This design comes from an exercise in tuning for small area, a short achievable clock period and few clock cycles per item on the open sky130 flow, not from production work. No functional check of the RTL was part of any run shown here.

==> flow/design.v <==
module bmul (
    input wire [15:0] a,
    input wire [13:0] b,
    input wire neg,
    output wire [15:0] p
);
    wire [14:0] be = {b, 1'b0};
    wire [16:0] ae = {a[15], a};
    wire n0 = be[2] ^ neg;
    wire o0 = be[1] ^ be[0];
    wire t0 = (be[2] & ~be[1] & ~be[0]) | (~be[2] & be[1] & be[0]);
    wire p0_0 = (o0 & ae[0]) ^ n0;
    wire p0_1 = ((o0 & ae[1]) | (t0 & ae[0])) ^ n0;
    wire p0_2 = ((o0 & ae[2]) | (t0 & ae[1])) ^ n0;
    wire p0_3 = ((o0 & ae[3]) | (t0 & ae[2])) ^ n0;
    wire p0_4 = ((o0 & ae[4]) | (t0 & ae[3])) ^ n0;
    wire p0_5 = ((o0 & ae[5]) | (t0 & ae[4])) ^ n0;
    wire p0_6 = ((o0 & ae[6]) | (t0 & ae[5])) ^ n0;
    wire p0_7 = ((o0 & ae[7]) | (t0 & ae[6])) ^ n0;
    wire p0_8 = ((o0 & ae[8]) | (t0 & ae[7])) ^ n0;
    wire p0_9 = ((o0 & ae[9]) | (t0 & ae[8])) ^ n0;
    wire p0_10 = ((o0 & ae[10]) | (t0 & ae[9])) ^ n0;
    wire p0_11 = ((o0 & ae[11]) | (t0 & ae[10])) ^ n0;
    wire p0_12 = ((o0 & ae[12]) | (t0 & ae[11])) ^ n0;
    wire p0_13 = ((o0 & ae[13]) | (t0 & ae[12])) ^ n0;
    wire p0_14 = ((o0 & ae[14]) | (t0 & ae[13])) ^ n0;
    wire p0_15 = ((o0 & ae[15]) | (t0 & ae[14])) ^ n0;
    wire p0_16 = ~(((o0 & ae[16]) | (t0 & ae[15])) ^ n0);
    wire n1 = be[4] ^ neg;
    wire o1 = be[3] ^ be[2];
    wire t1 = (be[4] & ~be[3] & ~be[2]) | (~be[4] & be[3] & be[2]);
    wire p1_0 = (o1 & ae[0]) ^ n1;
    wire p1_1 = ((o1 & ae[1]) | (t1 & ae[0])) ^ n1;
    wire p1_2 = ((o1 & ae[2]) | (t1 & ae[1])) ^ n1;
    wire p1_3 = ((o1 & ae[3]) | (t1 & ae[2])) ^ n1;
    wire p1_4 = ((o1 & ae[4]) | (t1 & ae[3])) ^ n1;
    wire p1_5 = ((o1 & ae[5]) | (t1 & ae[4])) ^ n1;
    wire p1_6 = ((o1 & ae[6]) | (t1 & ae[5])) ^ n1;
    wire p1_7 = ((o1 & ae[7]) | (t1 & ae[6])) ^ n1;
    wire p1_8 = ((o1 & ae[8]) | (t1 & ae[7])) ^ n1;
    wire p1_9 = ((o1 & ae[9]) | (t1 & ae[8])) ^ n1;
    wire p1_10 = ((o1 & ae[10]) | (t1 & ae[9])) ^ n1;
    wire p1_11 = ((o1 & ae[11]) | (t1 & ae[10])) ^ n1;
    wire p1_12 = ((o1 & ae[12]) | (t1 & ae[11])) ^ n1;
    wire p1_13 = ((o1 & ae[13]) | (t1 & ae[12])) ^ n1;
    wire p1_14 = ((o1 & ae[14]) | (t1 & ae[13])) ^ n1;
    wire p1_15 = ((o1 & ae[15]) | (t1 & ae[14])) ^ n1;
    wire p1_16 = ~(((o1 & ae[16]) | (t1 & ae[15])) ^ n1);
    wire n2 = be[6] ^ neg;
    wire o2 = be[5] ^ be[4];
    wire t2 = (be[6] & ~be[5] & ~be[4]) | (~be[6] & be[5] & be[4]);
    wire p2_0 = (o2 & ae[0]) ^ n2;
    wire p2_1 = ((o2 & ae[1]) | (t2 & ae[0])) ^ n2;
    wire p2_2 = ((o2 & ae[2]) | (t2 & ae[1])) ^ n2;
    wire p2_3 = ((o2 & ae[3]) | (t2 & ae[2])) ^ n2;
    wire p2_4 = ((o2 & ae[4]) | (t2 & ae[3])) ^ n2;
    wire p2_5 = ((o2 & ae[5]) | (t2 & ae[4])) ^ n2;
    wire p2_6 = ((o2 & ae[6]) | (t2 & ae[5])) ^ n2;
    wire p2_7 = ((o2 & ae[7]) | (t2 & ae[6])) ^ n2;
    wire p2_8 = ((o2 & ae[8]) | (t2 & ae[7])) ^ n2;
    wire p2_9 = ((o2 & ae[9]) | (t2 & ae[8])) ^ n2;
    wire p2_10 = ((o2 & ae[10]) | (t2 & ae[9])) ^ n2;
    wire p2_11 = ((o2 & ae[11]) | (t2 & ae[10])) ^ n2;
    wire p2_12 = ((o2 & ae[12]) | (t2 & ae[11])) ^ n2;
    wire p2_13 = ((o2 & ae[13]) | (t2 & ae[12])) ^ n2;
    wire p2_14 = ((o2 & ae[14]) | (t2 & ae[13])) ^ n2;
    wire p2_15 = ((o2 & ae[15]) | (t2 & ae[14])) ^ n2;
    wire p2_16 = ~(((o2 & ae[16]) | (t2 & ae[15])) ^ n2);
    wire n3 = be[8] ^ neg;
    wire o3 = be[7] ^ be[6];
    wire t3 = (be[8] & ~be[7] & ~be[6]) | (~be[8] & be[7] & be[6]);
    wire p3_0 = (o3 & ae[0]) ^ n3;
    wire p3_1 = ((o3 & ae[1]) | (t3 & ae[0])) ^ n3;
    wire p3_2 = ((o3 & ae[2]) | (t3 & ae[1])) ^ n3;
    wire p3_3 = ((o3 & ae[3]) | (t3 & ae[2])) ^ n3;
    wire p3_4 = ((o3 & ae[4]) | (t3 & ae[3])) ^ n3;
    wire p3_5 = ((o3 & ae[5]) | (t3 & ae[4])) ^ n3;
    wire p3_6 = ((o3 & ae[6]) | (t3 & ae[5])) ^ n3;
    wire p3_7 = ((o3 & ae[7]) | (t3 & ae[6])) ^ n3;
    wire p3_8 = ((o3 & ae[8]) | (t3 & ae[7])) ^ n3;
    wire p3_9 = ((o3 & ae[9]) | (t3 & ae[8])) ^ n3;
    wire p3_10 = ((o3 & ae[10]) | (t3 & ae[9])) ^ n3;
    wire p3_11 = ((o3 & ae[11]) | (t3 & ae[10])) ^ n3;
    wire p3_12 = ((o3 & ae[12]) | (t3 & ae[11])) ^ n3;
    wire p3_13 = ((o3 & ae[13]) | (t3 & ae[12])) ^ n3;
    wire p3_14 = ((o3 & ae[14]) | (t3 & ae[13])) ^ n3;
    wire p3_15 = ((o3 & ae[15]) | (t3 & ae[14])) ^ n3;
    wire p3_16 = ~(((o3 & ae[16]) | (t3 & ae[15])) ^ n3);
    wire n4 = be[10] ^ neg;
    wire o4 = be[9] ^ be[8];
    wire t4 = (be[10] & ~be[9] & ~be[8]) | (~be[10] & be[9] & be[8]);
    wire p4_0 = (o4 & ae[0]) ^ n4;
    wire p4_1 = ((o4 & ae[1]) | (t4 & ae[0])) ^ n4;
    wire p4_2 = ((o4 & ae[2]) | (t4 & ae[1])) ^ n4;
    wire p4_3 = ((o4 & ae[3]) | (t4 & ae[2])) ^ n4;
    wire p4_4 = ((o4 & ae[4]) | (t4 & ae[3])) ^ n4;
    wire p4_5 = ((o4 & ae[5]) | (t4 & ae[4])) ^ n4;
    wire p4_6 = ((o4 & ae[6]) | (t4 & ae[5])) ^ n4;
    wire p4_7 = ((o4 & ae[7]) | (t4 & ae[6])) ^ n4;
    wire p4_8 = ((o4 & ae[8]) | (t4 & ae[7])) ^ n4;
    wire p4_9 = ((o4 & ae[9]) | (t4 & ae[8])) ^ n4;
    wire p4_10 = ((o4 & ae[10]) | (t4 & ae[9])) ^ n4;
    wire p4_11 = ((o4 & ae[11]) | (t4 & ae[10])) ^ n4;
    wire p4_12 = ((o4 & ae[12]) | (t4 & ae[11])) ^ n4;
    wire p4_13 = ((o4 & ae[13]) | (t4 & ae[12])) ^ n4;
    wire p4_14 = ((o4 & ae[14]) | (t4 & ae[13])) ^ n4;
    wire p4_15 = ((o4 & ae[15]) | (t4 & ae[14])) ^ n4;
    wire p4_16 = ~(((o4 & ae[16]) | (t4 & ae[15])) ^ n4);
    wire n5 = be[12] ^ neg;
    wire o5 = be[11] ^ be[10];
    wire t5 = (be[12] & ~be[11] & ~be[10]) | (~be[12] & be[11] & be[10]);
    wire p5_0 = (o5 & ae[0]) ^ n5;
    wire p5_1 = ((o5 & ae[1]) | (t5 & ae[0])) ^ n5;
    wire p5_2 = ((o5 & ae[2]) | (t5 & ae[1])) ^ n5;
    wire p5_3 = ((o5 & ae[3]) | (t5 & ae[2])) ^ n5;
    wire p5_4 = ((o5 & ae[4]) | (t5 & ae[3])) ^ n5;
    wire p5_5 = ((o5 & ae[5]) | (t5 & ae[4])) ^ n5;
    wire p5_6 = ((o5 & ae[6]) | (t5 & ae[5])) ^ n5;
    wire p5_7 = ((o5 & ae[7]) | (t5 & ae[6])) ^ n5;
    wire p5_8 = ((o5 & ae[8]) | (t5 & ae[7])) ^ n5;
    wire p5_9 = ((o5 & ae[9]) | (t5 & ae[8])) ^ n5;
    wire p5_10 = ((o5 & ae[10]) | (t5 & ae[9])) ^ n5;
    wire p5_11 = ((o5 & ae[11]) | (t5 & ae[10])) ^ n5;
    wire p5_12 = ((o5 & ae[12]) | (t5 & ae[11])) ^ n5;
    wire p5_13 = ((o5 & ae[13]) | (t5 & ae[12])) ^ n5;
    wire p5_14 = ((o5 & ae[14]) | (t5 & ae[13])) ^ n5;
    wire p5_15 = ((o5 & ae[15]) | (t5 & ae[14])) ^ n5;
    wire p5_16 = ~(((o5 & ae[16]) | (t5 & ae[15])) ^ n5);
    wire n6 = be[14] ^ neg;
    wire o6 = be[13] ^ be[12];
    wire t6 = (be[14] & ~be[13] & ~be[12]) | (~be[14] & be[13] & be[12]);
    wire p6_0 = (o6 & ae[0]) ^ n6;
    wire p6_1 = ((o6 & ae[1]) | (t6 & ae[0])) ^ n6;
    wire p6_2 = ((o6 & ae[2]) | (t6 & ae[1])) ^ n6;
    wire p6_3 = ((o6 & ae[3]) | (t6 & ae[2])) ^ n6;
    wire p6_4 = ((o6 & ae[4]) | (t6 & ae[3])) ^ n6;
    wire p6_5 = ((o6 & ae[5]) | (t6 & ae[4])) ^ n6;
    wire p6_6 = ((o6 & ae[6]) | (t6 & ae[5])) ^ n6;
    wire p6_7 = ((o6 & ae[7]) | (t6 & ae[6])) ^ n6;
    wire p6_8 = ((o6 & ae[8]) | (t6 & ae[7])) ^ n6;
    wire p6_9 = ((o6 & ae[9]) | (t6 & ae[8])) ^ n6;
    wire p6_10 = ((o6 & ae[10]) | (t6 & ae[9])) ^ n6;
    wire p6_11 = ((o6 & ae[11]) | (t6 & ae[10])) ^ n6;
    wire p6_12 = ((o6 & ae[12]) | (t6 & ae[11])) ^ n6;
    wire p6_13 = ((o6 & ae[13]) | (t6 & ae[12])) ^ n6;
    wire p6_14 = ((o6 & ae[14]) | (t6 & ae[13])) ^ n6;
    wire w1 = n5 ^ p0_10;
    wire w2 = n5 & p0_10;
    wire w3 = p0_11 ^ p1_9;
    wire w4 = p0_11 & p1_9;
    wire w5 = n6 ^ p0_12 ^ p1_10;
    wire w6 = (n6 & p0_12) | (n6 & p1_10) | (p0_12 & p1_10);
    wire w7 = p2_8 ^ p3_6;
    wire w8 = p2_8 & p3_6;
    wire w9 = p0_13 ^ p1_11 ^ p2_9;
    wire w10 = (p0_13 & p1_11) | (p0_13 & p2_9) | (p1_11 & p2_9);
    wire w11 = p3_7 ^ p4_5;
    wire w12 = p3_7 & p4_5;
    wire w13 = p0_14 ^ p1_12 ^ p2_10;
    wire w14 = (p0_14 & p1_12) | (p0_14 & p2_10) | (p1_12 & p2_10);
    wire w15 = p3_8 ^ p4_6;
    wire w16 = p3_8 & p4_6;
    wire w17 = p0_15 ^ p1_13 ^ p2_11;
    wire w18 = (p0_15 & p1_13) | (p0_15 & p2_11) | (p1_13 & p2_11);
    wire w19 = p3_9 ^ p4_7;
    wire w20 = p3_9 & p4_7;
    wire w21 = 1'b1 ^ p0_16 ^ p1_14;
    wire w22 = (1'b1 & p0_16) | (1'b1 & p1_14) | (p0_16 & p1_14);
    wire w23 = p2_12 ^ p3_10 ^ p4_8;
    wire w24 = (p2_12 & p3_10) | (p2_12 & p4_8) | (p3_10 & p4_8);
    wire w25 = 1'b1 ^ p1_15 ^ p2_13;
    wire w26 = (1'b1 & p1_15) | (1'b1 & p2_13) | (p1_15 & p2_13);
    wire w27 = p3_11 ^ p4_9;
    wire w28 = p3_11 & p4_9;
    wire w29 = p1_16 ^ p2_14 ^ p3_12;
    wire w30 = (p1_16 & p2_14) | (p1_16 & p3_12) | (p2_14 & p3_12);
    wire w31 = 1'b1 ^ p2_15;
    wire w32 = 1'b1 & p2_15;
    wire w33 = n3 ^ p0_6;
    wire w34 = n3 & p0_6;
    wire w35 = p0_7 ^ p1_5;
    wire w36 = p0_7 & p1_5;
    wire w37 = n4 ^ p0_8 ^ p1_6;
    wire w38 = (n4 & p0_8) | (n4 & p1_6) | (p0_8 & p1_6);
    wire w39 = p2_4 ^ p3_2;
    wire w40 = p2_4 & p3_2;
    wire w41 = p0_9 ^ p1_7 ^ p2_5;
    wire w42 = (p0_9 & p1_7) | (p0_9 & p2_5) | (p1_7 & p2_5);
    wire w43 = p3_3 ^ p4_1;
    wire w44 = p3_3 & p4_1;
    wire w45 = p1_8 ^ p2_6 ^ p3_4;
    wire w46 = (p1_8 & p2_6) | (p1_8 & p3_4) | (p2_6 & p3_4);
    wire w47 = p4_2 ^ p5_0 ^ w1;
    wire w48 = (p4_2 & p5_0) | (p4_2 & w1) | (p5_0 & w1);
    wire w49 = p2_7 ^ p3_5 ^ p4_3;
    wire w50 = (p2_7 & p3_5) | (p2_7 & p4_3) | (p3_5 & p4_3);
    wire w51 = p5_1 ^ w2 ^ w3;
    wire w52 = (p5_1 & w2) | (p5_1 & w3) | (w2 & w3);
    wire w53 = p4_4 ^ p5_2 ^ p6_0;
    wire w54 = (p4_4 & p5_2) | (p4_4 & p6_0) | (p5_2 & p6_0);
    wire w55 = w4 ^ w7 ^ w5;
    wire w56 = (w4 & w7) | (w4 & w5) | (w7 & w5);
    wire w57 = p5_3 ^ p6_1 ^ w8;
    wire w58 = (p5_3 & p6_1) | (p5_3 & w8) | (p6_1 & w8);
    wire w59 = w11 ^ w6 ^ w9;
    wire w60 = (w11 & w6) | (w11 & w9) | (w6 & w9);
    wire w61 = p5_4 ^ p6_2 ^ w12;
    wire w62 = (p5_4 & p6_2) | (p5_4 & w12) | (p6_2 & w12);
    wire w63 = w15 ^ w10 ^ w13;
    wire w64 = (w15 & w10) | (w15 & w13) | (w10 & w13);
    wire w65 = p5_5 ^ p6_3 ^ w16;
    wire w66 = (p5_5 & p6_3) | (p5_5 & w16) | (p6_3 & w16);
    wire w67 = w19 ^ w14 ^ w17;
    wire w68 = (w19 & w14) | (w19 & w17) | (w14 & w17);
    wire w69 = p5_6 ^ p6_4 ^ w20;
    wire w70 = (p5_6 & p6_4) | (p5_6 & w20) | (p6_4 & w20);
    wire w71 = w18 ^ w21 ^ w23;
    wire w72 = (w18 & w21) | (w18 & w23) | (w21 & w23);
    wire w73 = p5_7 ^ p6_5 ^ w27;
    wire w74 = (p5_7 & p6_5) | (p5_7 & w27) | (p6_5 & w27);
    wire w75 = w22 ^ w24 ^ w25;
    wire w76 = (w22 & w24) | (w22 & w25) | (w24 & w25);
    wire w77 = p4_10 ^ p5_8 ^ p6_6;
    wire w78 = (p4_10 & p5_8) | (p4_10 & p6_6) | (p5_8 & p6_6);
    wire w79 = w28 ^ w26 ^ w29;
    wire w80 = (w28 & w26) | (w28 & w29) | (w26 & w29);
    wire w81 = p3_13 ^ p4_11 ^ p5_9;
    wire w82 = (p3_13 & p4_11) | (p3_13 & p5_9) | (p4_11 & p5_9);
    wire w83 = p6_7 ^ w31 ^ w30;
    wire w84 = (p6_7 & w31) | (p6_7 & w30) | (w31 & w30);
    wire w85 = p2_16 ^ p3_14 ^ p4_12;
    wire w86 = (p2_16 & p3_14) | (p2_16 & p4_12) | (p3_14 & p4_12);
    wire w87 = p5_10 ^ p6_8 ^ w32;
    wire w88 = (p5_10 & p6_8) | (p5_10 & w32) | (p6_8 & w32);
    wire w89 = 1'b1 ^ p3_15 ^ p4_13;
    wire w90 = (1'b1 & p3_15) | (1'b1 & p4_13) | (p3_15 & p4_13);
    wire w91 = p5_11 ^ p6_9;
    wire w92 = p5_11 & p6_9;
    wire w93 = p3_16 ^ p4_14 ^ p5_12;
    wire w94 = (p3_16 & p4_14) | (p3_16 & p5_12) | (p4_14 & p5_12);
    wire w95 = 1'b1 ^ p4_15;
    wire w96 = 1'b1 & p4_15;
    wire w97 = n2 ^ p0_4;
    wire w98 = n2 & p0_4;
    wire w99 = p0_5 ^ p1_3;
    wire w100 = p0_5 & p1_3;
    wire w101 = p1_4 ^ p2_2 ^ p3_0;
    wire w102 = (p1_4 & p2_2) | (p1_4 & p3_0) | (p2_2 & p3_0);
    wire w103 = p2_3 ^ p3_1 ^ w34;
    wire w104 = (p2_3 & p3_1) | (p2_3 & w34) | (p3_1 & w34);
    wire w105 = p4_0 ^ w36 ^ w39;
    wire w106 = (p4_0 & w36) | (p4_0 & w39) | (w36 & w39);
    wire w107 = w40 ^ w43 ^ w38;
    wire w108 = (w40 & w43) | (w40 & w38) | (w43 & w38);
    wire w109 = w44 ^ w42 ^ w45;
    wire w110 = (w44 & w42) | (w44 & w45) | (w42 & w45);
    wire w111 = w46 ^ w49 ^ w48;
    wire w112 = (w46 & w49) | (w46 & w48) | (w49 & w48);
    wire w113 = w50 ^ w53 ^ w52;
    wire w114 = (w50 & w53) | (w50 & w52) | (w53 & w52);
    wire w115 = w54 ^ w57 ^ w56;
    wire w116 = (w54 & w57) | (w54 & w56) | (w57 & w56);
    wire w117 = w58 ^ w61 ^ w60;
    wire w118 = (w58 & w61) | (w58 & w60) | (w61 & w60);
    wire w119 = w62 ^ w65 ^ w64;
    wire w120 = (w62 & w65) | (w62 & w64) | (w65 & w64);
    wire w121 = w66 ^ w69 ^ w68;
    wire w122 = (w66 & w69) | (w66 & w68) | (w69 & w68);
    wire w123 = w70 ^ w73 ^ w72;
    wire w124 = (w70 & w73) | (w70 & w72) | (w73 & w72);
    wire w125 = w77 ^ w74 ^ w76;
    wire w126 = (w77 & w74) | (w77 & w76) | (w74 & w76);
    wire w127 = w78 ^ w81 ^ w80;
    wire w128 = (w78 & w81) | (w78 & w80) | (w81 & w80);
    wire w129 = w82 ^ w85 ^ w87;
    wire w130 = (w82 & w85) | (w82 & w87) | (w85 & w87);
    wire w131 = w91 ^ w86 ^ w89;
    wire w132 = (w91 & w86) | (w91 & w89) | (w86 & w89);
    wire w133 = p6_10 ^ w92 ^ w90;
    wire w134 = (p6_10 & w92) | (p6_10 & w90) | (w92 & w90);
    wire w135 = p5_13 ^ p6_11 ^ w95;
    wire w136 = (p5_13 & p6_11) | (p5_13 & w95) | (p6_11 & w95);
    wire w137 = p4_16 ^ p5_14 ^ p6_12;
    wire w138 = (p4_16 & p5_14) | (p4_16 & p6_12) | (p5_14 & p6_12);
    wire w139 = 1'b1 ^ p5_15;
    wire w140 = 1'b1 & p5_15;
    wire w141 = n1 ^ p0_2;
    wire w142 = n1 & p0_2;
    wire w143 = p0_3 ^ p1_1;
    wire w144 = p0_3 & p1_1;
    wire w145 = p1_2 ^ p2_0 ^ w97;
    wire w146 = (p1_2 & p2_0) | (p1_2 & w97) | (p2_0 & w97);
    wire w147 = p2_1 ^ w98 ^ w99;
    wire w148 = (p2_1 & w98) | (p2_1 & w99) | (w98 & w99);
    wire w149 = w100 ^ w33 ^ w101;
    wire w150 = (w100 & w33) | (w100 & w101) | (w33 & w101);
    wire w151 = w35 ^ w102 ^ w103;
    wire w152 = (w35 & w102) | (w35 & w103) | (w102 & w103);
    wire w153 = w37 ^ w104 ^ w105;
    wire w154 = (w37 & w104) | (w37 & w105) | (w104 & w105);
    wire w155 = w41 ^ w106 ^ w107;
    wire w156 = (w41 & w106) | (w41 & w107) | (w106 & w107);
    wire w157 = w47 ^ w108 ^ w109;
    wire w158 = (w47 & w108) | (w47 & w109) | (w108 & w109);
    wire w159 = w51 ^ w110 ^ w111;
    wire w160 = (w51 & w110) | (w51 & w111) | (w110 & w111);
    wire w161 = w55 ^ w112 ^ w113;
    wire w162 = (w55 & w112) | (w55 & w113) | (w112 & w113);
    wire w163 = w59 ^ w114 ^ w115;
    wire w164 = (w59 & w114) | (w59 & w115) | (w114 & w115);
    wire w165 = w63 ^ w116 ^ w117;
    wire w166 = (w63 & w116) | (w63 & w117) | (w116 & w117);
    wire w167 = w67 ^ w118 ^ w119;
    wire w168 = (w67 & w118) | (w67 & w119) | (w118 & w119);
    wire w169 = w71 ^ w120 ^ w121;
    wire w170 = (w71 & w120) | (w71 & w121) | (w120 & w121);
    wire w171 = w75 ^ w122 ^ w123;
    wire w172 = (w75 & w122) | (w75 & w123) | (w122 & w123);
    wire w173 = w79 ^ w124 ^ w125;
    wire w174 = (w79 & w124) | (w79 & w125) | (w124 & w125);
    wire w175 = w83 ^ w126 ^ w127;
    wire w176 = (w83 & w126) | (w83 & w127) | (w126 & w127);
    wire w177 = w84 ^ w129 ^ w128;
    wire w178 = (w84 & w129) | (w84 & w128) | (w129 & w128);
    wire w179 = w88 ^ w131 ^ w130;
    wire w180 = (w88 & w131) | (w88 & w130) | (w131 & w130);
    wire w181 = w93 ^ w132 ^ w133;
    wire w182 = (w93 & w132) | (w93 & w133) | (w132 & w133);
    wire w183 = w94 ^ w135 ^ w134;
    wire w184 = (w94 & w135) | (w94 & w134) | (w135 & w134);
    wire w185 = w96 ^ w137 ^ w136;
    wire w186 = (w96 & w137) | (w96 & w136) | (w137 & w136);
    wire w187 = p6_13 ^ w139 ^ w138;
    wire w188 = (p6_13 & w139) | (p6_13 & w138) | (w139 & w138);
    wire w189 = p5_16 ^ p6_14 ^ w140;
    wire w190 = (p5_16 & p6_14) | (p5_16 & w140) | (p6_14 & w140);
    wire [26:0] sx = {w188, w186, w184, w182, w180, w178, w176, w174, w172, w170, w168, w166, w164, w162, w160, w158, w156, w154, w152, w150, w148, w146, w144, w142, w141, p0_1, n0};
    wire [26:0] sy = {w189, w187, w185, w183, w181, w179, w177, w175, w173, w171, w169, w167, w165, w163, w161, w159, w157, w155, w153, w151, w149, w147, w145, w143, p1_0, 1'b0, p0_0};
    wire [26:0] sum = sx + sy;
    assign p = sum[26:11];
endmodule
module pre85 (
    input wire [14:0] X2,
    output wire [9:0] u1
);
    wire w1 = X2[0] ^ X2[2];
    wire w2 = X2[0] & X2[2];
    wire w3 = X2[1] ^ X2[3];
    wire w4 = X2[1] & X2[3];
    wire w5 = X2[2] ^ X2[4];
    wire w6 = X2[2] & X2[4];
    wire w7 = X2[3] ^ X2[5];
    wire w8 = X2[3] & X2[5];
    wire w9 = X2[4] ^ X2[6];
    wire w10 = X2[4] & X2[6];
    wire w11 = X2[5] ^ X2[7];
    wire w12 = X2[5] & X2[7];
    wire w13 = X2[6] ^ X2[8];
    wire w14 = X2[6] & X2[8];
    wire w15 = X2[7] ^ X2[9];
    wire w16 = X2[7] & X2[9];
    wire w17 = X2[8] ^ X2[10];
    wire w18 = X2[8] & X2[10];
    wire w19 = X2[0] ^ X2[2];
    wire w20 = X2[0] & X2[2];
    wire w21 = X2[1] ^ X2[3];
    wire w22 = X2[1] & X2[3];
    wire w23 = X2[4] ^ X2[6] ^ X2[0];
    wire w24 = (X2[4] & X2[6]) | (X2[4] & X2[0]) | (X2[6] & X2[0]);
    wire w25 = X2[5] ^ X2[7] ^ w2;
    wire w26 = (X2[5] & X2[7]) | (X2[5] & w2) | (X2[7] & w2);
    wire w27 = X2[6] ^ X2[8] ^ w4;
    wire w28 = (X2[6] & X2[8]) | (X2[6] & w4) | (X2[8] & w4);
    wire w29 = X2[7] ^ X2[9] ^ w6;
    wire w30 = (X2[7] & X2[9]) | (X2[7] & w6) | (X2[9] & w6);
    wire w31 = X2[8] ^ X2[10] ^ w8;
    wire w32 = (X2[8] & X2[10]) | (X2[8] & w8) | (X2[10] & w8);
    wire w33 = X2[9] ^ X2[11] ^ w10;
    wire w34 = (X2[9] & X2[11]) | (X2[9] & w10) | (X2[11] & w10);
    wire w35 = X2[10] ^ X2[12] ^ w12;
    wire w36 = (X2[10] & X2[12]) | (X2[10] & w12) | (X2[12] & w12);
    wire w37 = X2[11] ^ X2[13] ^ w14;
    wire w38 = (X2[11] & X2[13]) | (X2[11] & w14) | (X2[13] & w14);
    wire w39 = X2[12] ^ X2[14] ^ w16;
    wire w40 = (X2[12] & X2[14]) | (X2[12] & w16) | (X2[14] & w16);
    wire w41 = X2[9] ^ X2[11] ^ X2[13];
    wire w42 = (X2[9] & X2[11]) | (X2[9] & X2[13]) | (X2[11] & X2[13]);
    wire w43 = X2[10] ^ X2[12];
    wire w44 = X2[10] & X2[12];
    wire w45 = X2[0] ^ X2[2];
    wire w46 = X2[0] & X2[2];
    wire w47 = X2[1] ^ X2[3];
    wire w48 = X2[1] & X2[3];
    wire w49 = X2[4] ^ X2[0] ^ w19;
    wire w50 = (X2[4] & X2[0]) | (X2[4] & w19) | (X2[0] & w19);
    wire w51 = X2[5] ^ w20 ^ w21;
    wire w52 = (X2[5] & w20) | (X2[5] & w21) | (w20 & w21);
    wire w53 = w22 ^ w1 ^ w23;
    wire w54 = (w22 & w1) | (w22 & w23) | (w1 & w23);
    wire w55 = w3 ^ w24 ^ w25;
    wire w56 = (w3 & w24) | (w3 & w25) | (w24 & w25);
    wire w57 = w5 ^ w26 ^ w27;
    wire w58 = (w5 & w26) | (w5 & w27) | (w26 & w27);
    wire w59 = w7 ^ w28 ^ w29;
    wire w60 = (w7 & w28) | (w7 & w29) | (w28 & w29);
    wire w61 = w9 ^ w30 ^ w31;
    wire w62 = (w9 & w30) | (w9 & w31) | (w30 & w31);
    wire w63 = w11 ^ w32 ^ w33;
    wire w64 = (w11 & w32) | (w11 & w33) | (w32 & w33);
    wire w65 = w13 ^ w34 ^ w35;
    wire w66 = (w13 & w34) | (w13 & w35) | (w34 & w35);
    wire w67 = w15 ^ w36 ^ w37;
    wire w68 = (w15 & w36) | (w15 & w37) | (w36 & w37);
    wire w69 = w17 ^ w38 ^ w39;
    wire w70 = (w17 & w38) | (w17 & w39) | (w38 & w39);
    wire w71 = w18 ^ w41 ^ w40;
    wire w72 = (w18 & w41) | (w18 & w40) | (w41 & w40);
    wire w73 = X2[14] ^ w43 ^ w42;
    wire w74 = (X2[14] & w43) | (X2[14] & w42) | (w43 & w42);
    wire w75 = X2[11] ^ X2[13] ^ w44;
    wire w76 = (X2[11] & X2[13]) | (X2[11] & w44) | (X2[13] & w44);
    wire w77 = X2[12] ^ X2[14];
    wire w78 = X2[12] & X2[14];
    wire w79 = X2[0] & X2[0];
    wire w80 = X2[0] ^ X2[0];
    wire w81 = w45 & X2[0];
    wire w82 = w45 ^ X2[0];
    wire w83 = w46 & w47;
    wire w84 = w46 ^ w47;
    wire w85 = w48 & w49;
    wire w86 = w48 ^ w49;
    wire w87 = w50 & w51;
    wire w88 = w50 ^ w51;
    wire w89 = w52 & w53;
    wire w90 = w52 ^ w53;
    wire w91 = w54 & w55;
    wire w92 = w54 ^ w55;
    wire w93 = w56 & w57;
    wire w94 = w56 ^ w57;
    wire w95 = w58 & w59;
    wire w96 = w58 ^ w59;
    wire w97 = w60 & w61;
    wire w98 = w60 ^ w61;
    wire w99 = w62 & w63;
    wire w100 = w62 ^ w63;
    wire w101 = w64 & w65;
    wire w102 = w64 ^ w65;
    wire w103 = w66 & w67;
    wire w104 = w66 ^ w67;
    wire w105 = w68 & w69;
    wire w106 = w68 ^ w69;
    wire w107 = w70 & w71;
    wire w108 = w70 ^ w71;
    wire w109 = w72 & w73;
    wire w110 = w72 ^ w73;
    wire w111 = w74 & w75;
    wire w112 = w74 ^ w75;
    wire w113 = w76 & w77;
    wire w114 = w76 ^ w77;
    wire w115 = w78 & X2[13];
    wire w116 = w78 ^ X2[13];
    wire w117 = X2[1] & w79;
    wire w118 = w83 | (w84 & w81);
    wire w119 = w84 & w82;
    wire w120 = w87 | (w88 & w85);
    wire w121 = w88 & w86;
    wire w122 = w91 | (w92 & w89);
    wire w123 = w92 & w90;
    wire w124 = w95 | (w96 & w93);
    wire w125 = w96 & w94;
    wire w126 = w99 | (w100 & w97);
    wire w127 = w100 & w98;
    wire w128 = w103 | (w104 & w101);
    wire w129 = w104 & w102;
    wire w130 = w107 | (w108 & w105);
    wire w131 = w108 & w106;
    wire w132 = w111 | (w112 & w109);
    wire w133 = w112 & w110;
    wire w134 = w115 | (w116 & w113);
    wire w135 = w116 & w114;
    wire w136 = w81 | (w82 & w117);
    wire w137 = w118 | (w119 & w117);
    wire w138 = w89 | (w90 & w120);
    wire w139 = w90 & w121;
    wire w140 = w122 | (w123 & w120);
    wire w141 = w123 & w121;
    wire w142 = w97 | (w98 & w124);
    wire w143 = w98 & w125;
    wire w144 = w126 | (w127 & w124);
    wire w145 = w127 & w125;
    wire w146 = w105 | (w106 & w128);
    wire w147 = w106 & w129;
    wire w148 = w130 | (w131 & w128);
    wire w149 = w131 & w129;
    wire w150 = w113 | (w114 & w132);
    wire w151 = w114 & w133;
    wire w152 = w134 | (w135 & w132);
    wire w153 = w135 & w133;
    wire w154 = w85 | (w86 & w137);
    wire w155 = w120 | (w121 & w137);
    wire w156 = w138 | (w139 & w137);
    wire w157 = w140 | (w141 & w137);
    wire w158 = w101 | (w102 & w144);
    wire w159 = w102 & w145;
    wire w160 = w128 | (w129 & w144);
    wire w161 = w129 & w145;
    wire w162 = w146 | (w147 & w144);
    wire w163 = w147 & w145;
    wire w164 = w148 | (w149 & w144);
    wire w165 = w149 & w145;
    wire w166 = X2[14] & w152;
    wire w167 = X2[14] & w153;
    wire w168 = w93 | (w94 & w157);
    wire w169 = w124 | (w125 & w157);
    wire w170 = w142 | (w143 & w157);
    wire w171 = w144 | (w145 & w157);
    wire w172 = w158 | (w159 & w157);
    wire w173 = w160 | (w161 & w157);
    wire w174 = w162 | (w163 & w157);
    wire w175 = w164 | (w165 & w157);
    wire w176 = w109 | (w110 & w175);
    wire w177 = w132 | (w133 & w175);
    wire w178 = w150 | (w151 & w175);
    wire w179 = w152 | (w153 & w175);
    wire w180 = w166 | (w167 & w175);
    wire w181 = w100 ^ w170;
    wire w182 = w102 ^ w171;
    wire w183 = w104 ^ w172;
    wire w184 = w106 ^ w173;
    wire w185 = w108 ^ w174;
    wire w186 = w110 ^ w175;
    wire w187 = w112 ^ w176;
    wire w188 = w114 ^ w177;
    wire w189 = w116 ^ w178;
    wire w190 = X2[14] ^ w179;
    assign u1 = {w190, w189, w188, w187, w186, w185, w184, w183, w182, w181};
endmodule
module pre2 (
    input wire [13:0] T,
    input wire s,
    output wire [8:0] q
);
    wire [13:0] Tn = T ^ {14{~s}};
    wire sx = ~s & Tn[13];
    wire m3 = ~s & Tn[0];
    wire m4 = s ? T[0] : Tn[1];
    wire m5 = s ? T[1] : Tn[2];
    wire m6 = s ? T[2] : Tn[3];
    wire m7 = s ? T[3] : Tn[4];
    wire m8 = s ? T[4] : Tn[5];
    wire m9 = s ? T[5] : Tn[6];
    wire m10 = s ? T[6] : Tn[7];
    wire m11 = s ? T[7] : Tn[8];
    wire m12 = s ? T[8] : Tn[9];
    wire m13 = s ? T[9] : Tn[10];
    wire m14 = s ? T[10] : Tn[11];
    wire m15 = s ? T[11] : Tn[12];
    wire m16 = s ? T[12] : Tn[13];
    wire m17 = s ? T[13] : sx;
    wire w1 = s ^ ~s;
    wire w2 = s & ~s;
    wire w3 = s ^ m4;
    wire w4 = s & m4;
    wire w5 = s ^ m5;
    wire w6 = s & m5;
    wire w7 = s ^ m6;
    wire w8 = s & m6;
    wire w9 = s ^ m7;
    wire w10 = s & m7;
    wire w11 = s ^ m8;
    wire w12 = s & m8;
    wire w13 = s ^ ~s;
    wire w14 = s & ~s;
    wire w15 = s ^ Tn[1];
    wire w16 = s & Tn[1];
    wire w17 = s ^ Tn[2];
    wire w18 = s & Tn[2];
    wire w19 = m3 ^ Tn[3] ^ w1;
    wire w20 = (m3 & Tn[3]) | (m3 & w1) | (Tn[3] & w1);
    wire w21 = Tn[4] ^ w2 ^ w3;
    wire w22 = (Tn[4] & w2) | (Tn[4] & w3) | (w2 & w3);
    wire w23 = Tn[5] ^ w4 ^ w5;
    wire w24 = (Tn[5] & w4) | (Tn[5] & w5) | (w4 & w5);
    wire w25 = Tn[6] ^ w6 ^ w7;
    wire w26 = (Tn[6] & w6) | (Tn[6] & w7) | (w6 & w7);
    wire w27 = Tn[7] ^ w8 ^ w9;
    wire w28 = (Tn[7] & w8) | (Tn[7] & w9) | (w8 & w9);
    wire w29 = Tn[8] ^ w10 ^ w11;
    wire w30 = (Tn[8] & w10) | (Tn[8] & w11) | (w10 & w11);
    wire w31 = m9 ^ Tn[9] ^ w12;
    wire w32 = (m9 & Tn[9]) | (m9 & w12) | (Tn[9] & w12);
    wire w33 = m10 ^ Tn[10];
    wire w34 = m10 & Tn[10];
    wire w35 = m11 ^ Tn[11];
    wire w36 = m11 & Tn[11];
    wire w37 = m12 ^ Tn[12];
    wire w38 = m12 & Tn[12];
    wire w39 = m13 ^ Tn[13];
    wire w40 = m13 & Tn[13];
    wire w41 = m14 ^ sx;
    wire w42 = m14 & sx;
    wire w43 = m15 ^ sx;
    wire w44 = m15 & sx;
    wire w45 = m16 ^ sx;
    wire w46 = m16 & sx;
    wire w47 = m17 ^ sx;
    wire w48 = m17 & sx;
    wire w49 = w13 & Tn[0];
    wire w50 = w13 ^ Tn[0];
    wire w51 = w14 & w15;
    wire w52 = w14 ^ w15;
    wire w53 = w16 & w17;
    wire w54 = w16 ^ w17;
    wire w55 = w18 & w19;
    wire w56 = w18 ^ w19;
    wire w57 = w20 & w21;
    wire w58 = w20 ^ w21;
    wire w59 = w22 & w23;
    wire w60 = w22 ^ w23;
    wire w61 = w24 & w25;
    wire w62 = w24 ^ w25;
    wire w63 = w26 & w27;
    wire w64 = w26 ^ w27;
    wire w65 = w28 & w29;
    wire w66 = w28 ^ w29;
    wire w67 = w30 & w31;
    wire w68 = w30 ^ w31;
    wire w69 = w32 & w33;
    wire w70 = w32 ^ w33;
    wire w71 = w34 & w35;
    wire w72 = w34 ^ w35;
    wire w73 = w36 & w37;
    wire w74 = w36 ^ w37;
    wire w75 = w38 & w39;
    wire w76 = w38 ^ w39;
    wire w77 = w40 & w41;
    wire w78 = w40 ^ w41;
    wire w79 = w42 & w43;
    wire w80 = w42 ^ w43;
    wire w81 = w44 & w45;
    wire w82 = w44 ^ w45;
    wire w83 = w46 & w47;
    wire w84 = w46 ^ w47;
    wire w85 = w51 | (w52 & w49);
    wire w86 = w55 | (w56 & w53);
    wire w87 = w56 & w54;
    wire w88 = w59 | (w60 & w57);
    wire w89 = w60 & w58;
    wire w90 = w63 | (w64 & w61);
    wire w91 = w64 & w62;
    wire w92 = w67 | (w68 & w65);
    wire w93 = w68 & w66;
    wire w94 = w71 | (w72 & w69);
    wire w95 = w72 & w70;
    wire w96 = w75 | (w76 & w73);
    wire w97 = w76 & w74;
    wire w98 = w79 | (w80 & w77);
    wire w99 = w80 & w78;
    wire w100 = w83 | (w84 & w81);
    wire w101 = w84 & w82;
    wire w102 = w53 | (w54 & w85);
    wire w103 = w86 | (w87 & w85);
    wire w104 = w61 | (w62 & w88);
    wire w105 = w62 & w89;
    wire w106 = w90 | (w91 & w88);
    wire w107 = w91 & w89;
    wire w108 = w69 | (w70 & w92);
    wire w109 = w70 & w93;
    wire w110 = w94 | (w95 & w92);
    wire w111 = w95 & w93;
    wire w112 = w77 | (w78 & w96);
    wire w113 = w78 & w97;
    wire w114 = w98 | (w99 & w96);
    wire w115 = w99 & w97;
    wire w116 = w57 | (w58 & w103);
    wire w117 = w88 | (w89 & w103);
    wire w118 = w104 | (w105 & w103);
    wire w119 = w106 | (w107 & w103);
    wire w120 = w73 | (w74 & w110);
    wire w121 = w74 & w111;
    wire w122 = w96 | (w97 & w110);
    wire w123 = w97 & w111;
    wire w124 = w112 | (w113 & w110);
    wire w125 = w113 & w111;
    wire w126 = w114 | (w115 & w110);
    wire w127 = w115 & w111;
    wire w128 = w65 | (w66 & w119);
    wire w129 = w92 | (w93 & w119);
    wire w130 = w108 | (w109 & w119);
    wire w131 = w110 | (w111 & w119);
    wire w132 = w120 | (w121 & w119);
    wire w133 = w122 | (w123 & w119);
    wire w134 = w124 | (w125 & w119);
    wire w135 = w126 | (w127 & w119);
    wire w136 = w81 | (w82 & w135);
    wire w137 = w100 | (w101 & w135);
    wire w138 = w68 ^ w128;
    wire w139 = w70 ^ w129;
    wire w140 = w72 ^ w130;
    wire w141 = w74 ^ w131;
    wire w142 = w76 ^ w132;
    wire w143 = w78 ^ w133;
    wire w144 = w80 ^ w134;
    wire w145 = w82 ^ w135;
    wire w146 = w84 ^ w136;
    assign q = {w146, w145, w144, w143, w142, w141, w140, w139, w138};
endmodule
module main (
    input wire [15:0] v, x,
    input wire clk, reset, start,
    output wire done,
    output wire [15:0] final_result
);
    reg [5:0] p;
    reg done_r;
    reg [14:0] X2;
    reg [13:0] T;
    reg [15:0] F;
    wire [9:0] u1;
    pre85 p85 (.X2(X2), .u1(u1));
    wire [8:0] a23;
    pre2 p23 (.T(T), .s(p[2]), .q(a23));
    wire [8:0] t9 = T[8:0];
    wire k1 = (t9 != 9'd0), k2 = (t9 >= 9'd90), k3 = (t9 >= 9'd179);
    wire k4 = (t9 >= 9'd268), k5 = (t9 >= 9'd357), k6 = (t9 >= 9'd446);
    wire [2:0] a4 = {k4, (k2 & ~k4) | k6, (k1 & ~k2) | (k3 & ~k4) | (k5 & ~k6)};
    wire [13:0] ra = p[1] ? 14'd2048 : F[13:0];
    wire [13:0] rb = p[1] ? {1'b1, ~X2[14:1]} : T;
    wire [14:0] rc;
    wire [13:0] acc_n;
    assign rc[0] = p[1] & ~X2[0];
    genvar i;
    generate
        for (i = 0; i < 14; i = i + 1) begin : rip
            assign acc_n[i] = ra[i] ^ rb[i] ^ rc[i];
            assign rc[i+1] = (ra[i] & rb[i]) | (ra[i] & rc[i]) | (rb[i] & rc[i]);
        end
    endgenerate
    wire [13:0] accf = F[13:0] + T;
    wire [13:0] B = ({14{p[0]}} & x[13:0]) | ({14{p[1]}} & {4'b0, u1}) |
                    ({14{p[2] | p[3]}} & {5'b0, a23}) | ({14{p[4]}} & {11'b0, a4}) |
                    ({14{p[5]}} & accf);
    wire [15:0] A = ({16{p[0]}} & {{2{x[13]}}, x[13:0]}) | ({16{p[5]}} & v) |
                    ({16{~p[0] & ~p[5]}} & {1'b0, X2});
    wire [15:0] P;
    bmul mul (.a(A), .b(B), .neg(p[2] | p[4]), .p(P));
    always @(posedge clk) begin
        if (reset) begin
            p <= 6'b000001;
            done_r <= 1'b0;
        end else begin
            if (p[0]) begin
                if (start) begin p <= 6'b000010; done_r <= 1'b0; end
            end else begin
                p <= {p[4:0], p[5]};
                if (p[5]) done_r <= 1'b1;
            end
        end
    end
    always @(posedge clk) begin
        if (p[0]) X2 <= P[14:0];
        T <= P[13:0];
        if (p[5]) F <= P;
        else if (!p[0]) F[13:0] <= acc_n;
    end
    assign done = done_r;
    assign final_result = F;
endmodule
==> flow/run.sh <==
#!/bin/bash
# synth_recipe.tcl (not shown) runs the flow's synth.tcl, then flattens the netlist and writes it again
# the make line also repeats each setting of config.mk as NAME=value (left out here)
make -C /OpenROAD-flow-scripts/flow DESIGN_CONFIG=/design/flow/config.mk WORK_HOME=/design/flow/orfs CLKGATE_MAP_FILE= SYNTH_SCRIPT=/design/flow/synth_recipe.tcl finish
==> flow/config.mk <==
export PLATFORM = sky130hd
export DESIGN_NAME = main
export DESIGN_NICKNAME = main
export VERILOG_FILES = /design/flow/design.v
export SDC_FILE = /design/flow/constraint.sdc
export NUM_CORES = 4
export LEC_CHECK = 0
export ABC_AREA = 1
export CAP_MARGIN = 20
export CORE_MARGIN = 2
export CORE_UTILIZATION = 40
export SETUP_SLACK_MARGIN = 5
export SLEW_MARGIN = 20
==> flow/constraint.sdc <==
create_clock -name core_clock -period 13.0 [get_ports {clk}]
set_input_delay 2.6000 -clock core_clock [delete_from_list [all_inputs] [get_ports {clk}]]
set_output_delay 2.6000 -clock core_clock [all_outputs]
set_load 0.01 [all_outputs]
==> flow_summary.ini, run 1 <==
[synth]
syn-num-nets = 2072
yosysTopAreaCellShare = 0.185
ys_ff_latch = 52
synth_edf_count = 31
netlist_area_um2 = 12600
avgSynthCellArea_um2 = 6.97
yosys.area.top_type = fa_1
yosys_warnings = 1
syn_inst = 1805
async_flop_share = 0
synth_area_leaders = fa_1 18%, nand2_1 14%, ha_1 12%
ys_types = 59
synth-seq-area-share = 0.107
synth-main-ff-cell = edfxtp_1

[drt]
dr.pass1.iters = 6
drtAntennaViolNets = 0
drt-initial-drc-count = 1091
num_vias = 12700
vias_per_cell = 5.49
wl_mm = 44.2
wl_per_cell_um = 19.1
drc = 0

[critical_path]
cp-startpoint = X2[4]$_DFFE_PP_
cp.arrival_ns = 7.86
worstSetupEndpoint = F[7]$_DFFE_PP_
endpoint_kind = flop
cpMaxStageDelayCell = fa_1
r2r.worst_path.cells = 40
start_kind = flop
path_common_cell = fa_1
cp_max_fo = 7
required_ns = 13.02
critPathKind = reg -> reg
r2r_setup_slack_ns = 5.16
reg2reg_to = F[7]$_DFFE_PP_
r2r-start = X2[4]$_DFFE_PP_
critPathMaxStageDelay_ns = 0.59

[sta]
max_freq_mhz = 128
worstMarginPinSlew_ns = 0.968
setup_viol = 0
worst_slack_ns = 5.16
fin_skew_ns = 0.00280
setup_tns_ns = 0
hold_violations = 0
slew_violations = 0
rsz0062_at_grt = yes
min_period_over_period = 0.603
relSlewSlack = 0.355
period_minus_slack_ns = 7.84

[cells_and_area]
syn_to_final_growth_pct = 21.5
multi_input_area_um2 = 10800
layout-drive-gt1-share = 0.187
finalNonFillerCells = 2312
fin_nets = 2182
n_antenna_cell = 0
final_util = 0.497
seqCellArea_um2 = 1360
n_fill_cell = 3044

[clock_network]
cts_tree = yes
clk_pin_slew_worst_paths_ns = 0.07
cts_root_buf = clkbuf_16
clock_latency_ns = 0.29
hold_buffers = 0
clockBufferDepth = 2
htreeDepth = 2
cts_buffers = 5
numClockSinks = 52

[placed_design]
place_congestion = 0.982
dp_hpwl_mm = 34.0
pre_cts_ws_ns = 3.98
dp_cells = 2223
port_buffers = 49

[floorplan]
initial_utilization = 0.409
die_w_um = 181
coreArea_um2 = 30700
num_rows = 64
die_h_um = 181
io_pins = 52
die_area_um2 = 32900

[outcome]
outcome = finished clean

[global_route]
grt_pass1_vias = 12100
grt_max_degree = 55
antenna_found_initial = 1
grt.total_usage = 0.261
grt_pass1_wl_mm = 67.1
grt_overflow_total = 0

[worst_hold_path]
hold_class = reg -> reg

[flow_run]
maxCapViolCount = 0
## state kept, by name (all words and copies together) (netlist names)
| name | cells |
|---|---|
| F | 16 |
| done_r | 1 |
| T | 14 |
| p | 6 |
| X2 | 15 |
## routing by layer
metal  GRT usage  routed length, um  vias to the layer above
met4      0.0650               1050                        0
met1       0.370              19400                     6103
met2       0.414              20000                      482
met5           0                  0                        -
met3      0.0415               3770                       69
li1            -                  -                     6040
## cell usage in the layout, fill, tap and decap left out, drive strengths merged, types with 11 or more instances in the layout
master	synthesis	layout
o22ai	57	57
clkdlybuf4s50	0	49
dfxtp	21	21
nand2	485	486
nor3	11	11
xor2	92	92
and2	13	14
inv	297	296
ha	116	116
o21ai	83	83
fa	116	116
a21oi	78	78
nor2	102	102
edfxtp	31	31
nand3	178	179
buf	33	95
or2	12	12
## area by class of cell
cell class,instances,share of cell area
Tap cell,396,0.0324
Clock buffer,6,0.00843
Sequential cell,52,0.0893
Timing Repair Buffer,144,0.0826
Multi-Input combinational cell,1412,0.710
Clock inverter,2,0.00106
Inverter,299,0.0761
Timing Repair inverter,1,0.000491
## per-stage QoR
step	instance area (um2)	hold WS [ns]
global placement	13400	0.438
detailed placement	13400	0.448
CTS	14100	0.461
floorplan	12600	0.460
global route	15300	0.488
finish	15300	0.454
## worst min-delay path by stage
stage,cells past startpoint,from,endpoint,slack [ns]
after floorplan,0,p[5]$_SDFFE_PP0P_,F[14]$_DFFE_PP_,0.46
after global placement,2,done_r$_SDFFE_PP0P_,done_r$_SDFFE_PP0P_,0.44
after detailed placement,2,done_r$_SDFFE_PP0P_,done_r$_SDFFE_PP0P_,0.45
after CTS,2,done_r$_SDFFE_PP0P_,done_r$_SDFFE_PP0P_,0.46
after global routing,2,done_r$_SDFFE_PP0P_,done_r$_SDFFE_PP0P_,0.49
final,2,done_r$_SDFFE_PP0P_,done_r$_SDFFE_PP0P_,0.45
## Yosys cell counts, drive strengths merged (2+ instances only)
cell type,count
buf,33
a21oi,78
a31oi,7
o21ai,83
nor2,102
xnor2,7
a21o,3
dfxtp,21
ha,116
o211ai,3
o221ai,3
edfxtp,31
a211oi,5
and2,13
a221oi,5
inv,297
clkinv,2
xor2,92
nand3b,9
fa,116
o21a,3
nand2,485
nor3,11
or2,12
clkbuf,12
nand3,178
a21boi,3
o31ai,2
nand4,10
o22ai,57
o21bai,2
## repair_timing
item                                    in CTS  in global routing
endpoints found under the setup margin      45                 43
gates resized for setup                     61                194
buffers inserted                            28                 49
pin swaps                                   10                 73
hold endpoints to repair                     0                  0
cloned                                       1                  3
## worst max-delay path: cells and delay by family (launching register included)
family | cells | cell delay [ns]
XOR/XNOR | 3 | 0.56
buffers and inverters | 9 | 0.68
AND/OR/NAND/NOR | 11 | 1.00
AO/OA/AOI/OAI | 8 | 1.08
flip-flops | 1 | 0.53
adder cells (fa/ha/maj) | 9 | 3.68
## kinds of logic after synthesis
| family | synth area share |
|---|---|
| fa+ha+maj | 0.300 |
| simple gates | 0.289 |
| compound gates | 0.121 |
| flops | 0.107 |
| xor+xnor | 0.0728 |
| buf+inv | 0.110 |
==> run 2: changes to the inputs <==
--- a/flow/config.mk
+++ b/flow/config.mk
@@ -13 +13,2 @@
 export SLEW_MARGIN = 20
+export TNS_END_PERCENT = 5
==> flow_summary.ini, run 2 <==
[outcome]
outcome = finished clean

[clock_network]
hold_buffers = 0
clockBufferDepth = 2
clock_latency_ns = 0.30
htreeDepth = 2
clk_pin_slew_worst_paths_ns = 0.07
cts_tree = yes
cts_buffers = 5
numClockSinks = 52
cts_root_buf = clkbuf_16

[sta]
setup_viol = 0
worstMarginPinSlew_ns = 0.969
period_minus_slack_ns = 8.09
fin_skew_ns = 0.00516
setup_tns_ns = 0
fin_hold_ws_ns = 0.453
worst_slack_ns = 4.91
max_freq_mhz = 124
slew_violations = 0
rsz0062_at_grt = yes
min_period_over_period = 0.622
hold_violations = 0
relSlewSlack = 0.354

[drt]
num_vias = 12600
dr.pass1.iters = 6
wl_mm = 43.9
drc = 0
wl_met1_mm = 19.0
drtAntennaViolNets = 0
drt-initial-drc-count = 1264
routed-wl-met2_mm = 19.7
top_layer_used = met4
wl_per_cell_um = 19.2
met3_length_mm = 4.05
vias_per_cell = 5.49

[flow_run]
maxCapViolCount = 0

[cells_and_area]
regMostFlops = F
final_cell_mix = 436 x nand2_1, 263 x inv_1, 166 x nand3_1, 114 x fa_1, 92 x ha_1
fin_nets = 2162
top_regs = F x16, X2 x15, T x14
n_fill_cell = 3077
final_util = 0.484
syn_to_final_growth_pct = 18.2
final_common_cell = nand2_1
largest_reg_flops = 16
seqCellArea_um2 = 1360
multi_input_area_um2 = 10600
layout-drive-gt1-share = 0.155
n_antenna_cell = 0

[synth]
synth-main-ff-cell = edfxtp_1
ys_types = 59
yosys.area.top_type = fa_1
netlist_area_um2 = 12600
synth_area_leaders = fa_1 18%, nand2_1 14%, ha_1 12%
muxShareOfSynthArea = 0
avgSynthCellArea_um2 = 6.97
synthAdderAreaFrac = 0.300
yosysTopAreaCellShare = 0.185
yosys.area_share.xor_xnor = 0.0728
yosysMostFrequentCell = nand2_1
synth-seq-area-share = 0.107
ys_ff_latch = 52
synth_top_family_by_area = adder cells
synth_compound_area_frac = 0.121
syn_inst = 1805
syn-num-nets = 2072
yosys.area_share.simple = 0.289
yosys_warnings = 1
async_flop_share = 0
ys_top_cells_by_count = 454 x nand2_1, 279 x inv_1, 171 x nand3_1, 116 x fa_1, 116 x ha_1
synth_edf_count = 31

[floorplan]
die_h_um = 181
die_w_um = 181
initial_utilization = 0.409
num_rows = 64
io_pins = 52
die_area_um2 = 32900
coreArea_um2 = 30700

[critical_path]
start_kind = input port
path_cells = clkdlybuf4s50_1 -> nand2_1 -> nand2_1 -> inv_1 -> nand2_4 -> xor2_2 -> buf_4 -> inv_2 -> nand3_1 -> nand2_1 -> ha_1 -> inv_1 -> fa_1 -> inv_1 -> fa_1 -> fa_1 -> ha_2 -> a21oi_2 -> o21ai_0 -> a21oi_1 -> a21boi_2 -> nand3_1 -> nand3_1 -> nand2_1
crit_family = adder cells
endpoint_kind = flop
worst-path-buf-inv = 6
cpMaxStageDelayCell = fa_1
cp.arrival_ns = 8.13
critPathMaxStageDelay_ns = 0.54
required_ns = 13.05
critPathKind = in -> reg
r2r.worst_path.cells = 37
cp_max_fo = 18
cp.depth = 24
path_common_cell = nand2_1

[global_route]
grt.total_usage = 0.261
grt_overflow_total = 0
grt_pass1_wl_mm = 67.1
grt_max_degree = 55
antenna_found_initial = 1
grt_pass1_vias = 12100

[placed_design]
dp_hpwl_mm = 34.0
place_congestion = 0.982
pre_cts_ws_ns = 3.98
port_buffers = 49

[worst_hold_path]
hold_depth = 2
hold_class = reg -> reg
## run 2: cell counts after synthesis
No cell type changed its count.
## run 2: repair_timing
| action | CTS | global route |
|---|---|---|
| pin swaps | 9 | 68 |
| resized for setup | 58 | 131 |
| setup buffers | 28 | 29 |
| endpoints found under the setup margin | 45 | 43 |
| gates cloned | 1 | 3 |
## run 2: logic make-up after synthesis
| family | count (synthesis) |
|---|---|
| adder cells (fa/ha/maj) | 232 |
| AND/OR/NAND/NOR | 822 |
| buffers and inverters | 344 |
| XOR/XNOR | 99 |
| flip-flops | 52 |
| AO/OA/AOI/OAI | 256 |
## run 2: path summary, 6_finish.rpt
| kind | start | end | slack [ns] |
|---|---|---|---|
| worst max register to register | X2[7]$_DFFE_PP_ | F[7]$_DFFE_PP_ | 5.02 |
| worst min-delay path | done_r$_SDFFE_PP0P_ | done_r$_SDFFE_PP0P_ | 0.45 |
| worst min register to register | done_r$_SDFFE_PP0P_ | done_r$_SDFFE_PP0P_ | 0.45 |
| worst max-delay path | x[9] | F[6]$_DFFE_PP_ | 4.91 |
## run 2: stage by stage
stage | cells | instance area [um2]
floorplan | 1805 | 12600
global placement | 2223 | 13400
detailed placement | 2223 | 13400
CTS | 2260 | 14100
global route | 2292 | 14900
finish | 2292 | 14900
## run 2: layout make-up
class,instances,area share
Clock inverter,2,0.00109
Clock buffer,6,0.00867
Sequential cell,52,0.0915
Inverter,299,0.0782
Multi-Input combinational cell,1412,0.713
Timing Repair inverter,1,0.000505
Tap cell,396,0.0333
Timing Repair Buffer,124,0.0740
## run 2: worst register-to-register path: cells and delay by family, from the launching register on
family,cells,cell delay (ns)
adders and majority gates,10,4.12
and+or+nand+nor,10,1.07
AOI/OAI and AO/OA,7,0.99
buffers and inverters,8,0.63
DFF,1,0.59
xor gates and xnor gates,2,0.32
## run 2: layer usage
metal | global-route usage | up-vias
met5 | 0 | -
met4 | 0.0650 | 0
met3 | 0.0415 | 72
met2 | 0.413 | 530
met1 | 0.370 | 5979
li1 | - | 6011
==> run 3: changes to the inputs <==
--- a/flow/config.mk
+++ b/flow/config.mk
@@ -11,4 +11,3 @@
 export CORE_UTILIZATION = 40
-export SETUP_SLACK_MARGIN = 5
+export SETUP_SLACK_MARGIN = 3.5
 export SLEW_MARGIN = 20
-export TNS_END_PERCENT = 5
==> flow_summary.ini, run 3 <==
[outcome]
outcome = finished clean

[cells_and_area]
finalNonFillerCells = 2231
largest_reg_flops = 16
syn_to_final_growth_pct = 8.13
regMostFlops = F
fin_area_um2 = 13600
top_regs = F x16, X2 x15, T x14
fin_nets = 2101
final_cell_mix = 454 x nand2_1, 279 x inv_1, 170 x nand3_1, 116 x fa_1, 116 x ha_1
final_common_cell = nand2_1
layout-drive-gt1-share = 0.0649
n_antenna_cell = 0

[drt]
vias_per_cell = 5.43
dr.pass1.iters = 5
wl_per_cell_um = 18.5
wl_mm = 41.2
drt-initial-drc-count = 1121
drtAntennaViolNets = 0
num_vias = 12100
drc = 0

[sta]
relSlewSlack = 0.287
worstMarginPinSlew_ns = 1.07
fin_skew_ns = 0.00371
setup_tns_ns = 0
slew_violations = 0
period_minus_slack_ns = 8.90
rsz0062_at_grt = no
max_freq_mhz = 112
min_period_over_period = 0.684
setup_viol = 0
hold_violations = 0

[critical_path]
critPathMaxStageDelay_ns = 0.58
required_ns = 13.05
start_kind = flop
cp_max_fo = 16
critPathKind = reg -> reg
cp.arrival_ns = 8.94
cpMaxStageDelayCell = edfxtp_1
endpoint_kind = flop

[synth]
yosysTopAreaCellShare = 0.185
ys_top_cells_by_count = 454 x nand2_1, 279 x inv_1, 171 x nand3_1, 116 x fa_1, 116 x ha_1
async_flop_share = 0
ys_ff_latch = 52
yosys_warnings = 1
netlist_area_um2 = 12600
ys_types = 59
synth_area_leaders = fa_1 18%, nand2_1 14%, ha_1 12%
synth-main-ff-cell = edfxtp_1
syn-num-nets = 2072
synth-seq-area-share = 0.107
yosys.area.top_type = fa_1
yosysMostFrequentCell = nand2_1
synth_edf_count = 31
avgSynthCellArea_um2 = 6.97
syn_inst = 1805

[floorplan]
io_pins = 52
die_w_um = 181
num_rows = 64
die_area_um2 = 32900
coreArea_um2 = 30700
initial_utilization = 0.409
die_h_um = 181

[clock_network]
cts_root_buf = clkbuf_16
post-cts-setup-buffer-count = 0
clk_pin_slew_worst_paths_ns = 0.07
cts-resized-gates = 0
htreeDepth = 2
cts_buffers = 5
numClockSinks = 52
clock_latency_ns = 0.29
clockBufferDepth = 2
cts_tree = yes
hold_buffers = 0

[placed_design]
port_buffers = 49
place_congestion = 0.982
place_area_um2 = 13400
dp_hpwl_mm = 34.0
dp_cells = 2223

[flow_run]
maxCapViolCount = 0

[global_route]
grt_max_degree = 55
grt-busiest-layer = met2
antenna_found_initial = 1
use_met2 = 0.404
grt_pass1_wl_mm = 65.7
grt.total_usage = 0.254
grt_pass1_vias = 11900
use_met1 = 0.358
grt_overflow_total = 0
use_met3 = 0.0427

[worst_hold_path]
hold_class = reg -> reg
==> run 3: cell counts after synthesis <==
Identical to the previous run, type by type.
==> run 3: cells by family (layout without fill, tap and decap cells) <==
family / Yosys count / in the layout / synth area share
adders and majority gates: 232 / 232 / 0.300
xor gates and xnor gates: 99 / 99 / 0.0728
buffers and inverters: 344 / 374 / 0.110
DFF: 52 / 52 / 0.107
AOI/OAI and AO/OA: 256 / 256 / 0.121
and+or+nand+nor: 822 / 822 / 0.289
==> run 3: stage by stage <==
step / hold slack, ns / worst slack, ns / utilization
5_1_grt: 0.488 / 3.60 / 0.442
6_report: 0.455 / 4.10 / 0.442
3_5_place_dp: 0.448 / 3.98 / 0.437
3_3_place_gp: 0.438 / 4.00 / 0.437
2_1_floorplan: 0.460 / 5.49 / -
4_1_cts: 0.461 / 3.91 / 0.442
==> run 3: layout make-up <==
cell class / instances / area (um2)
Sequential cell: 52 / 1350
Timing Repair Buffer: 67 / 626
Tap cell: 396 / 495
Clock inverter: 2 / 16.3
Clock buffer: 6 / 129
Inverter: 299 / 1130
Fill cell: 3201 / 17200
Multi-Input combinational cell: 1409 / 9850
==> run 3: critical path, delay by kind of cell (launching register included) <==
kind	cells	cell delay [ns]
xor+xnor	2	0.37
compound gates	5	1.37
simple gates	10	1.85
flops	1	0.58
buf+inv	7	0.50
fa+ha+maj	10	3.97
==> run 3: path summary, 6_finish.rpt <==
| kind | startpoint | slack, ns | cells past startpoint | to |
|---|---|---|---|---|
| max | X2[3]$_DFFE_PP_ | 4.10 | 34 | X2[11]$_DFFE_PP_ |
| min | done_r$_SDFFE_PP0P_ | 0.46 | 2 | done_r$_SDFFE_PP0P_ |
| max reg2reg | X2[3]$_DFFE_PP_ | 4.10 | 34 | X2[11]$_DFFE_PP_ |
| min reg2reg | done_r$_SDFFE_PP0P_ | 0.46 | 2 | done_r$_SDFFE_PP0P_ |
==> run 3: metal layers <==
metal	vias up	wire length (um)
li1	5876	-
met1	5718	18500
met2	444	18300
met3	67	3400
met4	0	1020
met5	-	0

-- port drivers added, routing unchanged --
The results above use ideal ports. As a check the final layouts listed here were re-extracted and re-timed, cells and wires unchanged.
Step 1 (the two cells are an assumption about what drives the block):
set clk [get_ports {clk}]
set_driving_cell -lib_cell sky130_fd_sc_hd__clkbuf_16 $clk
set_driving_cell -lib_cell sky130_fd_sc_hd__buf_2 [delete_from_list [all_inputs] $clk]
Step 2 times the ports against the registers' clock, not the clock port: input delays grow and output delays shrink by t, the midpoint of the rising clock arrivals with the driver on.
a / b / c = ideal ports / drivers / drivers and shift; a / b = the first two.
run	shift t [ns]	slack for setup (ns)	latest minus earliest clock arrival (ns)	pins driven straight from the clock port
run 1	0.331	5.158 / 5.158 / 4.864	0.003 / 0.003	1
run 2	0.331	4.915 / 4.927 / 4.596	0.005 / 0.006	1
run 3	0.330	4.104 / 4.104 / 3.895	0.003 / 0.004	1
After both steps setup and hold are still met in every run listed. For run 2, which loses most, drivers alone change the setup slack by +0.012 ns; drivers and shift together by -0.319 ns.
